From an optimization exercise on the open Yosys and OpenROAD flow, aimed at small area; shortcuts taken in it are not production practice.
Function was checked by simulation only, so behaviour that the tests miss may differ from the original.
Power and IR drop assume default switching activity.

==> flow/design.v, too long to show whole: its modules and the start of the top module <==
// module MainModule: 6382 lines
module MainModule(clk, rst, start, si_1, si_0, b1, b2, b3, b4, st, clk_on, data_compp, read_dataaa, Db1, Db2, Db3, Db4, Tb1, Tb2, Tb3, Tb4
, Rb1, Rb2, Rb3, Rb4, readPacket, o_hsync, o_vsync, o_vga_blank, o_vga_sync, o_vga_clk, o_red, o_blue, o_green);
  // ...
==> flow/run.sh <==
#!/bin/bash
# synth_recipe.tcl (not shown) runs the flow's synth.tcl, then flattens the netlist and writes it again
# the make line also repeats each setting of config.mk as NAME=value (left out here)
make -C /OpenROAD-flow-scripts/flow DESIGN_CONFIG=/design/flow/config.mk WORK_HOME=/design/flow/orfs CLKGATE_MAP_FILE= SYNTH_SCRIPT=/design/flow/synth_recipe.tcl finish
==> flow/config.mk <==
export PLATFORM = sky130hd
export DESIGN_NAME = MainModule
export DESIGN_NICKNAME = MainModule
export VERILOG_FILES = /design/flow/design.v
export SDC_FILE = /design/flow/constraint.sdc
export NUM_CORES = 4
export LEC_CHECK = 0
export ABC_AREA = 1
export CAP_MARGIN = 30
export CORE_MARGIN = 2
export CORE_UTILIZATION = 55
export PLACE_DENSITY = 0.65
export SLEW_MARGIN = 20
==> flow/constraint.sdc <==
create_clock -name core_clock -period 10.0 [get_ports {clk}]
set_input_delay 2.0000 -clock core_clock [delete_from_list [all_inputs] [get_ports {clk}]]
set_output_delay 2.0000 -clock core_clock [all_outputs]
set_load 0.01 [all_outputs]
==> impl_metrics.env, run 1 <==
export IMPL_run_status="timing/DRC/antenna clean"
export IMPL_grt_met2_usage_pct=61.9
export IMPL_pin_count=131
export IMPL_start_kind="flip-flop"
export IMPL_seq_cells=317
export IMPL_final_critical_path_setup_slack_ns=0.833
export IMPL_min_from="dataa[2]$_SDFF_PP0_"
export IMPL_cts_buffer_depth=3
export IMPL_netlist_top_cell_by_area="edfxtp_1"
export IMPL_ctsRootBufferMaster="clkbuf_16"
export IMPL_finalCoreUtilization_pct=63.0
export IMPL_grt_antenna_before_repair=0
export IMPL_wl_met1_um=28500
export IMPL_power_leader="clock"
export IMPL_path_clk_slew_ns=0.06
export IMPL_synth_sequential_area_ratio_pct=39.0
export IMPL_dr_total_vias=20400
export IMPL_area_contributors_post_synth="edfxtp_1 (22%), dfxtp_1 (17%), nand2_1 (9.8%)"
export IMPL_hold_path_end="rsel_q[0]$_DFF_P_"
export IMPL_worst_slew_margin_rel_pct=36.8
export IMPL_grt_overflow=0
export IMPL_num_tap_cells=468
export IMPL_layout_comb_gates_multi_input=1880
export IMPL_most_common_cell_in_the_netlist="nand2_1"
export IMPL_timing_critical_path_fanout_max=20
export IMPL_r2r_cells=57
export IMPL_irDropWorstVdd_mv=0.156
export IMPL_inverters=425
export IMPL_buffer_area_share_pct=5.98
export IMPL_timing_critical_path_buf_inv=7
export IMPL_min_period_ns=9.17
export IMPL_h_tree_depth=2
export IMPL_rows=70
export IMPL_regToRegSetupSlack_ns=0.83
==> run 2, diff against run 1 <==
==> flow/flow/run.sh (new file) <==
#!/bin/bash
# The standard layout (the standard.sh: ORFS synthesis through finish),
# except that the input and output ports get the smallest buffer,
# sky130_fd_sc_hd__buf_1, instead of ORFS's default port buffer.
set -euo pipefail
export BUFFER_PORTS_ARGS="-buffer_cell sky130_fd_sc_hd__buf_1"
bash standard.sh finish > standard_flow.log 2>&1
==> flow/standard.sh (new file) <==
#!/bin/bash
# synth_recipe.tcl (not shown) runs the flow's synth.tcl, then flattens the netlist and writes it again
# the make line also repeats each setting of config.mk as NAME=value (left out here)
make -C /OpenROAD-flow-scripts/flow DESIGN_CONFIG=/design/flow/config.mk WORK_HOME=/design/flow/orfs CLKGATE_MAP_FILE= SYNTH_SCRIPT=/design/flow/synth_recipe.tcl "${@:-finish}"
--- a/flow/config.mk
+++ b/flow/config.mk
@@ -9,5 +9,6 @@
 export CAP_MARGIN = 30
 export CORE_MARGIN = 2
 export CORE_UTILIZATION = 55
+export CTS_BUF_LIST = sky130_fd_sc_hd__clkbuf_8
 export PLACE_DENSITY = 0.65
 export SLEW_MARGIN = 20
removed: flow/run.sh
==> run 2 against run 1 <==
Effect of this change: first-iteration DRC count fell by 3.5%; combinational power fell by 2%; synthesized cell count did not move; sequential power barely moved; highest routed layer unchanged.
==> impl_metrics.env, run 2 <==
export IMPL_netlist_cell_type_count=74
export IMPL_synth_commonest_cells="nand2_1 (525), inv_1 (384), nor2_1 (266)"
export IMPL_rr_endpoint="u4.r_blue$_SDFFE_PP0N_"
export IMPL_layout_cells_most_common_list="nand2_1 (525), inv_1 (397), nor2_1 (266), o21ai_0 (203), nand3_1 (191)"
export IMPL_start_kind="flip-flop"
export IMPL_netlist_top_cell_by_area="edfxtp_1"
export IMPL_ctsRootBufferMaster="clkbuf_8"
export IMPL_cts_tree="built"
export IMPL_maxCapViolCount=0
export IMPL_regToRegSetupSlack_ns=1.25
export IMPL_floorplan_die_area_um2=38100
export IMPL_h_tree_depth=2
export IMPL_power_static_leakage_nw=9.16
export IMPL_detail_route_antenna_nets=0
export IMPL_remaining_drc_errors=0
export IMPL_post_synth_xor_area_fraction_pct=1.24
export IMPL_synth_compound_gate_area_share_pct=17.3
export IMPL_mappedNetlistArea_um2=20100
export IMPL_clkSinkCount=317
export IMPL_critical_path_top_cell_by_count="nand2_1"
export IMPL_drt_vias_per_instance=6.11
export IMPL_timing_critical_path_buf_inv=6
export IMPL_post_synth_inst_count=2704
export IMPL_rows=70
export IMPL_endpoint_kind="flip-flop"
export IMPL_dr_total_vias=20400
export IMPL_drt_initial_drc_count=2121
export IMPL_synth_top_area_share_pct=22.4
export IMPL_totalPowerFinal_mw=2.95
export IMPL_grt_total_usage_pct=36.9
export IMPL_timing_critical_path_fanout_max=16
export IMPL_clock_skew_final_ns=0.0490
export IMPL_synthMuxAreaShare_pct=0.0995
export IMPL_cts_buffer_depth=3
export IMPL_signal_arrival_time_at_the_worst_endpoint_ns=9.27
export IMPL_path_clk_slew_ns=0.07
export IMPL_run_status="timing/DRC/antenna clean"
export IMPL_placed_area_um2=20800
export IMPL_ctsResizeCount=0
export IMPL_synthesis_yosys_warnings=1
export IMPL_timing_critical_path_depth=56
export IMPL_floorplan_die_width_um=195
export IMPL_crit_path_end="u4.r_blue$_SDFFE_PP0N_"
export IMPL_routed_wl_um=70900
export IMPL_synth_fa_ha_area_share_pct=5.15
export IMPL_antenna_diode_count=0
export IMPL_postSynthNetCount=2790
export IMPL_dp_worst_setup_slack_ns=1.58
export IMPL_timing_critical_path_from="u4.x[5]$_SDFFE_PP0N_"
export IMPL_share_of_layout_cells_above_drive_strength_1_pct=7.83
export IMPL_cts_made_buffers=53
export IMPL_wire_length_of_the_first_global_routing_pass_um=109000
export IMPL_synth_simple_gate_area_share_pct=26.8
export IMPL_critPathRequiredTime_ns=10.52
export IMPL_insertion_delay_ns=0.66
export IMPL_tightestPinTransition_ns=0.892
export IMPL_avgRoutedWirePerCell_um=21.3
export IMPL_area_contributors_post_synth="edfxtp_1 (22%), dfxtp_1 (17%), nand2_1 (9.8%)"
export IMPL_maxClockFrequency_mhz=114
export IMPL_grt_max_degree=54
export IMPL_hp_class="flip-flop to flip-flop"
export IMPL_grt_antenna_before_repair=0
export IMPL_worst_slew_margin_rel_pct=40.3
export IMPL_setup_tns_final_ns=0
export IMPL_pin_count=131
export IMPL_synth_edff_count=150
export IMPL_final_critical_path_setup_slack_ns=1.25
export IMPL_place_port_buffers=128
export IMPL_postCtsSetupBuffers=0
export IMPL_place_hpwl_um=55200
export IMPL_dominant_combinational_cell_family_by_area_after_synthesis="simple AND/OR/NAND/NOR gates"
export IMPL_grt_pass1_vias=19000
export IMPL_grt_overflow=0
export IMPL_core_area_um2=36300
export IMPL_worstReg2RegStart="u4.x[5]$_SDFFE_PP0N_"
export IMPL_grt_setup_unrepaired="no"
export IMPL_globalplace_congestion=1.01
export IMPL_r2r_cells=56
export IMPL_final_hold_viol_count=0
export IMPL_irDropWorstVdd_mv=0.172
export IMPL_worst_path_dominant_cell_family="simple AND/OR/NAND/NOR gates"
export IMPL_postSynth_asyncResetShare_pct=0
export IMPL_flow_area_growth_from_synthesis_pct=8.70
export IMPL_most_common_flop_cell_mapped_by_yosys="dfxtp_1"
export IMPL_slowest_delay_ns=0.64
export IMPL_finalNetCount=2904
export IMPL_floorplan_initialDensity_pct=55.4
export IMPL_final_period_utilization_pct=87.5
export IMPL_die_height_um=195
export IMPL_synth_area_per_cell_um2=7.44
export IMPL_finish_instance_area_um2=21900
export IMPL_slew_violations=0
export IMPL_critPathKind="flip-flop to flip-flop"
export IMPL_min_period_ns=8.75
export IMPL_ys_ff_latch=317
export IMPL_report_final_setup_viol=0
export IMPL_powerDensity_nw_per_um2=135
export IMPL_fillers=3369
export IMPL_ctsHoldBuffers=0
export IMPL_crit_slowest_cell="nor2_2"
export IMPL_synth_sequential_area_ratio_pct=39.0
export IMPL_first_pass_iters=7
export IMPL_final_common_cell="nand2_1"
export IMPL_most_common_cell_in_the_netlist="nand2_1"
-- run 2: cell counts after synthesis --
No cell type changed its count.
-- run 2: how the worst min path moves through the flow --
| stage | cells after the start | end | startpoint | slack [ns] |
|---|---|---|---|---|
| floorplan | 0 | rsel_q[0]$_DFF_P_ | dataa[2]$_SDFF_PP0_ | 0.36 |
| global placement | 0 | rsel_q[0]$_DFF_P_ | dataa[2]$_SDFF_PP0_ | 0.38 |
| detailed placement | 0 | rsel_q[1]$_DFF_P_ | dataa[3]$_SDFFE_PP0N_ | 0.38 |
| CTS | 0 | rsel_q[1]$_DFF_P_ | dataa[3]$_SDFFE_PP0N_ | 0.39 |
| global route | 0 | rsel_q[1]$_DFF_P_ | dataa[3]$_SDFFE_PP0N_ | 0.39 |
| finish | 0 | rsel_q[1]$_DFF_P_ | dataa[3]$_SDFFE_PP0N_ | 0.39 |
-- run 2: metal layers --
layer | routed length, um | GRT usage, %
met1 | 29000 | 48.7
met2 | 32100 | 59.2
met3 | 6650 | 6.77
met4 | 3210 | 16.7
met5 | 0 | 0
-- run 2: final cells by class --
class / count / area (um2) / area share (%)
Clock buffer: 60 / 826 / 3.77
Tap cell: 468 / 586 / 2.68
Multi-Input combinational cell: 1880 / 10200 / 46.7
Sequential cell: 317 / 7850 / 35.9
Timing Repair Buffer: 141 / 576 / 2.63
Inverter: 425 / 1600 / 7.29
Clock inverter: 39 / 239 / 1.09
-- run 2: report_power, final --
| group | total [mW] | switching (mW) | internal, mW | leakage, nW |
|---|---|---|---|---|
| logic | 0.359 | 0.254 | 0.106 | 5.66 |
| registers | 1.42 | 0.0317 | 1.39 | 2.89 |
| clock network | 1.17 | 0.562 | 0.607 | 0.607 |
| total | 2.95 | 0.847 | 2.11 | 9.16 |
-- run 2: worst register-to-register path, delay by kind of cell (launching register included) --
kind	cells	cell delay, ns
AOI/OAI and AO/OA	4	0.92
adders and majority gates	7	1.86
buffers and inverters	6	0.55
DFF	1	0.45
and+or+nand+nor	39	4.85
-- run 2: through the flow --
stage,util (%),instances,hold WS [ns]
floorplan,-,2704,0.362
global placement,57.2,3229,0.379
detailed placement,57.2,3230,0.378
CTS,60.2,3329,0.385
global route,60.2,3330,0.390
finish,60.2,3330,0.390
-- run 2: cells by family after synthesis --
kind of cell	Yosys count
buf+inv	507
mux	2
simple gates	1202
flops	317
compound gates	567
fa+ha+maj	81
xor+xnor	26
other cells	2
==> run 3, diff against run 2 <==
--- a/flow/config.mk
+++ b/flow/config.mk
@@ -10,5 +10,7 @@
 export CORE_MARGIN = 2
 export CORE_UTILIZATION = 55
 export CTS_BUF_LIST = sky130_fd_sc_hd__clkbuf_8
+export CTS_CLUSTER_DIAMETER = 80
+export CTS_CLUSTER_SIZE = 13
 export PLACE_DENSITY = 0.65
 export SLEW_MARGIN = 20
==> run 3 against run 2 <==
Effect of this change: via count is 0.91% lower; critical path depth did not move; global-route usage is 0.51 points lower; power is 14% lower; first-iteration DRC count grew 7.4%; setup slack gained 0.031 ns; cell area shrank 2.4%; sequential power hardly changed; clock power down 35%; sequential share of layout area up 0.90 points; area after synthesis stayed put; critical endpoint unchanged; highest routed layer unchanged.
==> impl_metrics.env, run 3 <==
export IMPL_place_detailed_instances=3230
export IMPL_final_hold_viol_count=0
export IMPL_netlist_cell_type_count=74
export IMPL_insertion_delay_ns=0.67
export IMPL_synth_top_area_share_pct=22.4
export IMPL_critPathRequiredTime_ns=10.52
export IMPL_floorplan_die_area_um2=38100
export IMPL_grt_overflow=0
export IMPL_rows=70
export IMPL_share_of_layout_cells_above_drive_strength_1_pct=6.37
export IMPL_area_contributors_post_synth="edfxtp_1 (22%), dfxtp_1 (17%), nand2_1 (9.8%)"
export IMPL_clkSinkCount=317
export IMPL_cts_made_buffers=30
export IMPL_detail_route_antenna_nets=0
export IMPL_grt_max_degree=54
export IMPL_cts_tree="built"
export IMPL_ctsResizeCount=0
export IMPL_power_sequential_fraction_pct=55.8
export IMPL_min_delay_path_depth=0
export IMPL_floorplan_die_width_um=195
export IMPL_synth_edff_count=150
export IMPL_synth_area_per_cell_um2=7.44
export IMPL_critical_path_top_cell_by_count="nand2_1"
export IMPL_grt_setup_unrepaired="no"
export IMPL_min_period_ns=8.72
export IMPL_place_port_buffers=128
export IMPL_signal_arrival_time_at_the_worst_endpoint_ns=9.24
export IMPL_p_switching_mw=0.758
export IMPL_ctsHoldBuffers=0
export IMPL_finish_instance_area_um2=21300
export IMPL_worstReg2RegStart="u4.x[5]$_SDFFE_PP0N_"
export IMPL_finalNonFillerCells=3280
export IMPL_power_switching_share_pct=29.8
export IMPL_powerDensity_nw_per_um2=119
export IMPL_critPathKind="flip-flop to flip-flop"
export IMPL_h_tree_depth=1
export IMPL_slew_violations=0
export IMPL_ctsRootBufferMaster="clkbuf_8"
export IMPL_most_common_flop_cell_mapped_by_yosys="dfxtp_1"
export IMPL_place_hpwl_um=55200
export IMPL_maxCapViolCount=0
export IMPL_irDropWorstVdd_mv=0.133
export IMPL_report_final_setup_viol=0
export IMPL_netlist_top_cell_by_area="edfxtp_1"
export IMPL_path_clk_slew_ns=0.10
export IMPL_flow_area_growth_from_synthesis_pct=6.04
export IMPL_endpoint_kind="flip-flop"
export IMPL_first_pass_iters=6
export IMPL_clock_skew_final_ns=0.0359
export IMPL_tightestPinTransition_ns=0.989
export IMPL_postCtsSetupBuffers=0
export IMPL_remaining_drc_errors=0
export IMPL_pin_count=131
export IMPL_drt_vias_per_instance=6.15
export IMPL_synth_sequential_area_ratio_pct=39.0
export IMPL_grt_total_usage_pct=36.4
export IMPL_setup_tns_final_ns=0
export IMPL_placed_area_um2=20800
export IMPL_layout_cells_most_common_list="nand2_1 (525), inv_1 (397), nor2_1 (266), o21ai_0 (203), nand3_1 (191)"
export IMPL_synthesis_yosys_warnings=1
export IMPL_min_from="dataa[3]$_SDFFE_PP0N_"
export IMPL_comb_power_share_pct=14.1
export IMPL_timing_critical_path_from="u4.x[5]$_SDFFE_PP0N_"
export IMPL_finalNetCount=2880
export IMPL_post_synth_inst_count=2704
export IMPL_regToRegSetupSlack_ns=1.28
export IMPL_synth_commonest_cells="nand2_1 (525), inv_1 (384), nor2_1 (266)"
export IMPL_crit_slowest_cell="nor2_2"
export IMPL_power_static_leakage_nw=8.87
export IMPL_antenna_diode_count=0
export IMPL_cts_buffer_depth=3
export IMPL_hp_class="flip-flop to flip-flop"
export IMPL_avgRoutedWirePerCell_um=21.5
export IMPL_globalplace_congestion=1.01
export IMPL_r2r_cells=56
export IMPL_ys_ff_latch=317
export IMPL_run_status="timing/DRC/antenna clean"
export IMPL_grt_pass1_vias=18900
export IMPL_drt_initial_drc_count=2278
export IMPL_postSynthNetCount=2790
export IMPL_totalPowerFinal_mw=2.55
export IMPL_postSynth_asyncResetShare_pct=0
export IMPL_final_common_cell="nand2_1"
export IMPL_grt_antenna_before_repair=0
export IMPL_timing_critical_path_fanout_max=16
export IMPL_core_area_um2=36300
export IMPL_slowest_delay_ns=0.63
export IMPL_final_period_utilization_pct=87.2
export IMPL_power_internal_mw=1.79
export IMPL_floorplan_initialDensity_pct=55.4
export IMPL_routed_wl_um=70500
export IMPL_most_common_cell_in_the_netlist="nand2_1"
export IMPL_worst_slew_margin_rel_pct=33.4
export IMPL_mappedNetlistArea_um2=20100
export IMPL_finalCoreUtilization_pct=58.7
export IMPL_start_kind="flip-flop"
export IMPL_maxClockFrequency_mhz=115
export IMPL_clockPowerShare_pct=30.1
export IMPL_wire_length_of_the_first_global_routing_pass_um=108000
export IMPL_die_height_um=195
export IMPL_dr_total_vias=20200
run 3: cell counts after synthesis:
No cell type changed its count.
run 3: area by class of cell:
| type | count | area (um2) |
|---|---|---|
| Clock buffer | 31 | 427 |
| Tap cell | 468 | 586 |
| Timing Repair Buffer | 140 | 571 |
| Fill cell | 3444 | 15000 |
| Clock inverter | 19 | 108 |
| Inverter | 425 | 1600 |
| Multi-Input combinational cell | 1880 | 10200 |
| Sequential cell | 317 | 7850 |
run 3: critical path, delay by kind of cell (launching register included):
family                     cells  cell delay (ns)
adders and majority gates      7             1.87
DFF                            1             0.46
buffers and inverters          6             0.55
AOI/OAI and AO/OA              4             0.87
and+or+nand+nor               39             4.80
run 3: kinds of logic (layout without fill, tap and decap cells):
kind of cell / count (synthesis) / in the layout / synth area share [%]
and+or+nand+nor: 1202 / 1202 / 26.8
AOI/OAI and AO/OA: 567 / 567 / 17.3
buffers and inverters: 507 / 615 / 10.3
DFF: 317 / 317 / 39.0
adders and majority gates: 81 / 81 / 5.15
xor gates and xnor gates: 26 / 26 / 1.24
other: 2 / 2 / 0.0373
muxes: 2 / 2 / 0.0995
run 3: worst paths after layout:
kind                                          endpoint
worst max-delay path            u4.r_blue$_SDFFE_PP0N_
worst min-delay path                 rsel_q[1]$_DFF_P_
worst max register to register  u4.r_blue$_SDFFE_PP0N_
worst min register to register       rsel_q[1]$_DFF_P_
run 3: metal layers:
| layer | GRT usage, % | share of wire, % | up-vias |
|---|---|---|---|
| li1 | - | - | 9333 |
| met1 | 48.7 | 41 | 9497 |
| met2 | 59.1 | 45 | 1149 |
| met3 | 5.04 | 8.6 | 198 |
| met4 | 15.7 | 4.9 | 0 |
| met5 | 0 | 0 | - |
run 3: power by group through the flow:
| stage | logic [mW] | registers (mW) | clock network [mW] |
|---|---|---|---|
| final | 0.358 | 1.42 | 0.766 |
| after floorplan | 0.260 | 1.43 | 0 |
| after global routing | 0.398 | 1.42 | 0.814 |
| after global placement | 0.342 | 1.45 | 0 |
| after CTS | 0.348 | 1.42 | 0.774 |
| after detailed placement | 0.346 | 1.45 | 0 |
run 3: metrics by stage:
step | setup slack, ns | hold WS (ns)
5_1_grt | 0.483 | 0.401
3_5_place_dp | 1.58 | 0.378
3_3_place_gp | 1.92 | 0.379
4_1_cts | 1.54 | 0.393
6_report | 1.28 | 0.395
2_1_floorplan | 3.05 | 0.362
==> run 4, diff against run 3 <==
--- a/flow/config.mk
+++ b/flow/config.mk
@@ -10,7 +10,7 @@
 export CORE_MARGIN = 2
 export CORE_UTILIZATION = 55
 export CTS_BUF_LIST = sky130_fd_sc_hd__clkbuf_8
-export CTS_CLUSTER_DIAMETER = 80
-export CTS_CLUSTER_SIZE = 13
+export CTS_CLUSTER_DIAMETER = 70
+export CTS_CLUSTER_SIZE = 15
 export PLACE_DENSITY = 0.65
 export SLEW_MARGIN = 20
==> run 4 against run 3 <==
Effect of this change: still clean on timing, DRC and antenna; setup slack got worse by 0.013 ns; cell count increased by 0.15%; hold slack improved by 0.0027 ns; area after synthesis unchanged; via count decreased by 0.24%; clock power increased by about 10%; count of clock-buffer cells in the layout increased by 1; critical path depth unchanged; global-route usage about the same; critical endpoint unchanged; highest routed layer unchanged.
==> impl_metrics.env, run 4 <==
export IMPL_routed_wl_um=70300
export IMPL_met1_track_usage_gr_pct=48.4
export IMPL_layout_cells_most_common_list="nand2_1 (525), inv_1 (394), nor2_1 (266), o21ai_0 (203), nand3_1 (191)"
export IMPL_worstReg2RegStart="u4.x[5]$_SDFFE_PP0N_"
export IMPL_flow_area_growth_from_synthesis_pct=6.52
export IMPL_critPathRequiredTime_ns=10.53
export IMPL_grt_max_degree=54
export IMPL_avgRoutedWirePerCell_um=21.4
export IMPL_postCtsSetupBuffers=0
export IMPL_finalCoreUtilization_pct=59.0
export IMPL_hp_class="flip-flop to flip-flop"
export IMPL_clockPowerShare_pct=32.2
export IMPL_insertion_delay_ns=0.69
export IMPL_maxClockFrequency_mhz=114
export IMPL_place_hpwl_um=55200
export IMPL_signal_arrival_time_at_the_worst_endpoint_ns=9.26
export IMPL_grt_overflow=0
export IMPL_critPathKind="flip-flop to flip-flop"
export IMPL_comb_power_share_pct=13.6
export IMPL_path_clk_slew_ns=0.10
export IMPL_floorplan_initialDensity_pct=55.4
export IMPL_dp_worst_setup_slack_ns=1.58
export IMPL_grt_setup_unrepaired="no"
export IMPL_share_of_layout_cells_above_drive_strength_1_pct=6.64
export IMPL_grt_met2_usage_pct=58.8
export IMPL_final_common_cell="nand2_1"
export IMPL_final_critical_path_setup_slack_ns=1.26
export IMPL_core_area_um2=36300
export IMPL_h_tree_depth=1
export IMPL_power_switching_share_pct=30.0
export IMPL_power_static_leakage_nw=8.91
export IMPL_synth_area_per_cell_um2=7.44
export IMPL_run_status="timing/DRC/antenna clean"
export IMPL_globalplace_congestion=1.01
export IMPL_grt_total_usage_pct=36.3
export IMPL_detail_route_antenna_nets=0
export IMPL_remaining_drc_errors=0
export IMPL_setup_tns_final_ns=0
export IMPL_drt_initial_drc_count=2147
export IMPL_floorplan_die_area_um2=38100
export IMPL_most_common_flop_cell_mapped_by_yosys="dfxtp_1"
export IMPL_cts_buffer_depth=3
export IMPL_ctsResizeCount=0
export IMPL_hold_ws_ns=0.398
export IMPL_pin_count=131
export IMPL_finalNonFillerCells=3285
export IMPL_groute_layer_met3_usage_pct=5.70
export IMPL_gr_max_usage_layer="met2"
export IMPL_area_contributors_post_synth="edfxtp_1 (22%), dfxtp_1 (17%), nand2_1 (9.8%)"
export IMPL_power_internal_mw=1.84
export IMPL_synth_commonest_cells="nand2_1 (525), inv_1 (384), nor2_1 (266)"
export IMPL_netlist_top_cell_by_area="edfxtp_1"
export IMPL_start_kind="flip-flop"
export IMPL_ctsHoldBuffers=0
export IMPL_place_port_buffers=128
export IMPL_powerDensity_nw_per_um2=122
export IMPL_cts_made_buffers=30
export IMPL_post_synth_inst_count=2704
export IMPL_report_final_setup_viol=0
export IMPL_min_from="dataa[3]$_SDFFE_PP0N_"
export IMPL_synth_sequential_area_ratio_pct=39.0
export IMPL_ys_ff_latch=317
export IMPL_endpoint_kind="flip-flop"
export IMPL_ctsRootBufferMaster="clkbuf_8"
export IMPL_synthesis_yosys_warnings=1
export IMPL_final_period_utilization_pct=87.4
export IMPL_power_sequential_fraction_pct=54.2
export IMPL_drt_vias_per_instance=6.13
export IMPL_grt_pass1_vias=18800
export IMPL_floorplan_die_width_um=195
export IMPL_cts_tree="built"
export IMPL_grt_antenna_before_repair=1
export IMPL_wire_length_of_the_first_global_routing_pass_um=108000
export IMPL_timing_critical_path_from="u4.x[5]$_SDFFE_PP0N_"
export IMPL_synth_edff_count=150
export IMPL_first_pass_iters=6
export IMPL_tightestPinTransition_ns=0.889
export IMPL_min_period_ns=8.74
export IMPL_p_switching_mw=0.786
export IMPL_crit_slowest_cell="nor2_2"
export IMPL_timing_critical_path_fanout_max=16
export IMPL_die_height_um=195
export IMPL_antenna_diode_count=0
export IMPL_postSynth_asyncResetShare_pct=0
export IMPL_place_detailed_instances=3230
export IMPL_most_common_cell_in_the_netlist="nand2_1"
export IMPL_dr_total_vias=20100
export IMPL_clkSinkCount=317
export IMPL_synth_top_area_share_pct=22.4
export IMPL_clock_skew_final_ns=0.0591
export IMPL_maxCapViolCount=0
export IMPL_critical_path_top_cell_by_count="nand2_1"
export IMPL_slew_violations=0
export IMPL_rows=70
export IMPL_final_hold_viol_count=0
export IMPL_finalNetCount=2881
export IMPL_netlist_cell_type_count=74
export IMPL_postSynthNetCount=2790
export IMPL_mappedNetlistArea_um2=20100
export IMPL_irDropWorstVdd_mv=0.126
export IMPL_slowest_delay_ns=0.62
export IMPL_worst_slew_margin_rel_pct=40.5
[run 4: critical path: cells and delay by family (launching register included)]
family | cells | cell delay, ns
buf+inv | 6 | 0.57
fa+ha+maj | 7 | 1.85
compound gates | 4 | 0.90
flops | 1 | 0.46
simple gates | 39 | 4.82
[run 4: layer usage]
| metal | vias up | share of wire, % | wire, um |
|---|---|---|---|
| li1 | 9337 | - | - |
| met1 | 9443 | 41 | 28800 |
| met2 | 1138 | 45 | 31600 |
| met3 | 211 | 9.3 | 6520 |
| met4 | 0 | 4.8 | 3400 |
| met5 | - | 0 | 0 |
[run 4: final timing paths]
path | depth (start not counted) | end | slack [ns]
worst max-delay path | 56 | u4.r_blue$_SDFFE_PP0N_ | 1.26
worst min-delay path | 0 | rsel_q[1]$_DFF_P_ | 0.40
worst max register to register | 56 | u4.r_blue$_SDFFE_PP0N_ | 1.26
worst min register to register | 0 | rsel_q[1]$_DFF_P_ | 0.40
[run 4: cell type report]
| class | instances | area [um2] |
|---|---|---|
| Clock buffer | 32 | 440 |
| Clock inverter | 22 | 186 |
| Fill cell | 3438 | 14900 |
| Inverter | 425 | 1600 |
| Multi-Input combinational cell | 1880 | 10200 |
| Sequential cell | 317 | 7850 |
| Tap cell | 468 | 586 |
| Timing Repair Buffer | 141 | 576 |
[run 4: cells by family (layout without fill, tap and decap cells)]
family,Yosys count,after routing,share of synthesized area [%]
AO/OA/AOI/OAI,567,567,17.3
multiplexers,2,2,0.0995
AND/OR/NAND/NOR,1202,1202,26.8
XOR/XNOR,26,26,1.24
buffers and inverters,507,620,10.3
other,2,2,0.0373
adder cells (fa/ha/maj),81,81,5.15
flip-flops,317,317,39.0
[run 4: power groups by stage]
stage / logic (mW) / clock network (mW) / registers (mW)
floorplan: 0.260 / 0 / 1.43
global placement: 0.342 / 0 / 1.45
detailed placement: 0.346 / 0 / 1.45
CTS: 0.348 / 0.854 / 1.42
global route: 0.398 / 0.895 / 1.42
finish: 0.358 / 0.844 / 1.42
[run 4: metrics by stage]
stage                     area (um2)  power [mW]
final                          21400        2.62
after global routing           21400        2.72
after CTS                      21400        2.62
after detailed placement       20800        1.80
after global placement         20800        1.79
after floorplan                20100        1.69

port drivers added, routing unchanged:
No port has a modelled driver above. Below, the same layouts with a new extraction and two added sets of constraints. Step 1, drivers: a clkbuf_16 drives clk and a buf_2 each remaining input, both assumed. Step 2, shift: input delay + t, output delay - t, t = (earliest + latest rising clock arrival at the registers) / 2. This alone moves slack from input paths to output paths. Slacks: ideal / step 1 / step 2; pairs: ideal / step 1.
| run | t (ns) | setup WS [ns] | clock arrival spread, ns | cell pins on the clock port's net |
|---|---|---|---|---|
| run 1 | 0.619 | 0.833 / 0.833 / 0.833 | 0.032 / 0.031 | 1 |
| run 2 | 0.691 | 1.247 / 1.247 / 1.247 | 0.050 / 0.049 | 1 |
| run 3 | 0.711 | 1.277 / 1.277 / 1.277 | 0.036 / 0.036 | 1 |
| run 4 | 0.709 | 1.264 / 1.264 / 1.264 | 0.060 / 0.061 | 1 |
After both steps every run listed still meets setup and hold.
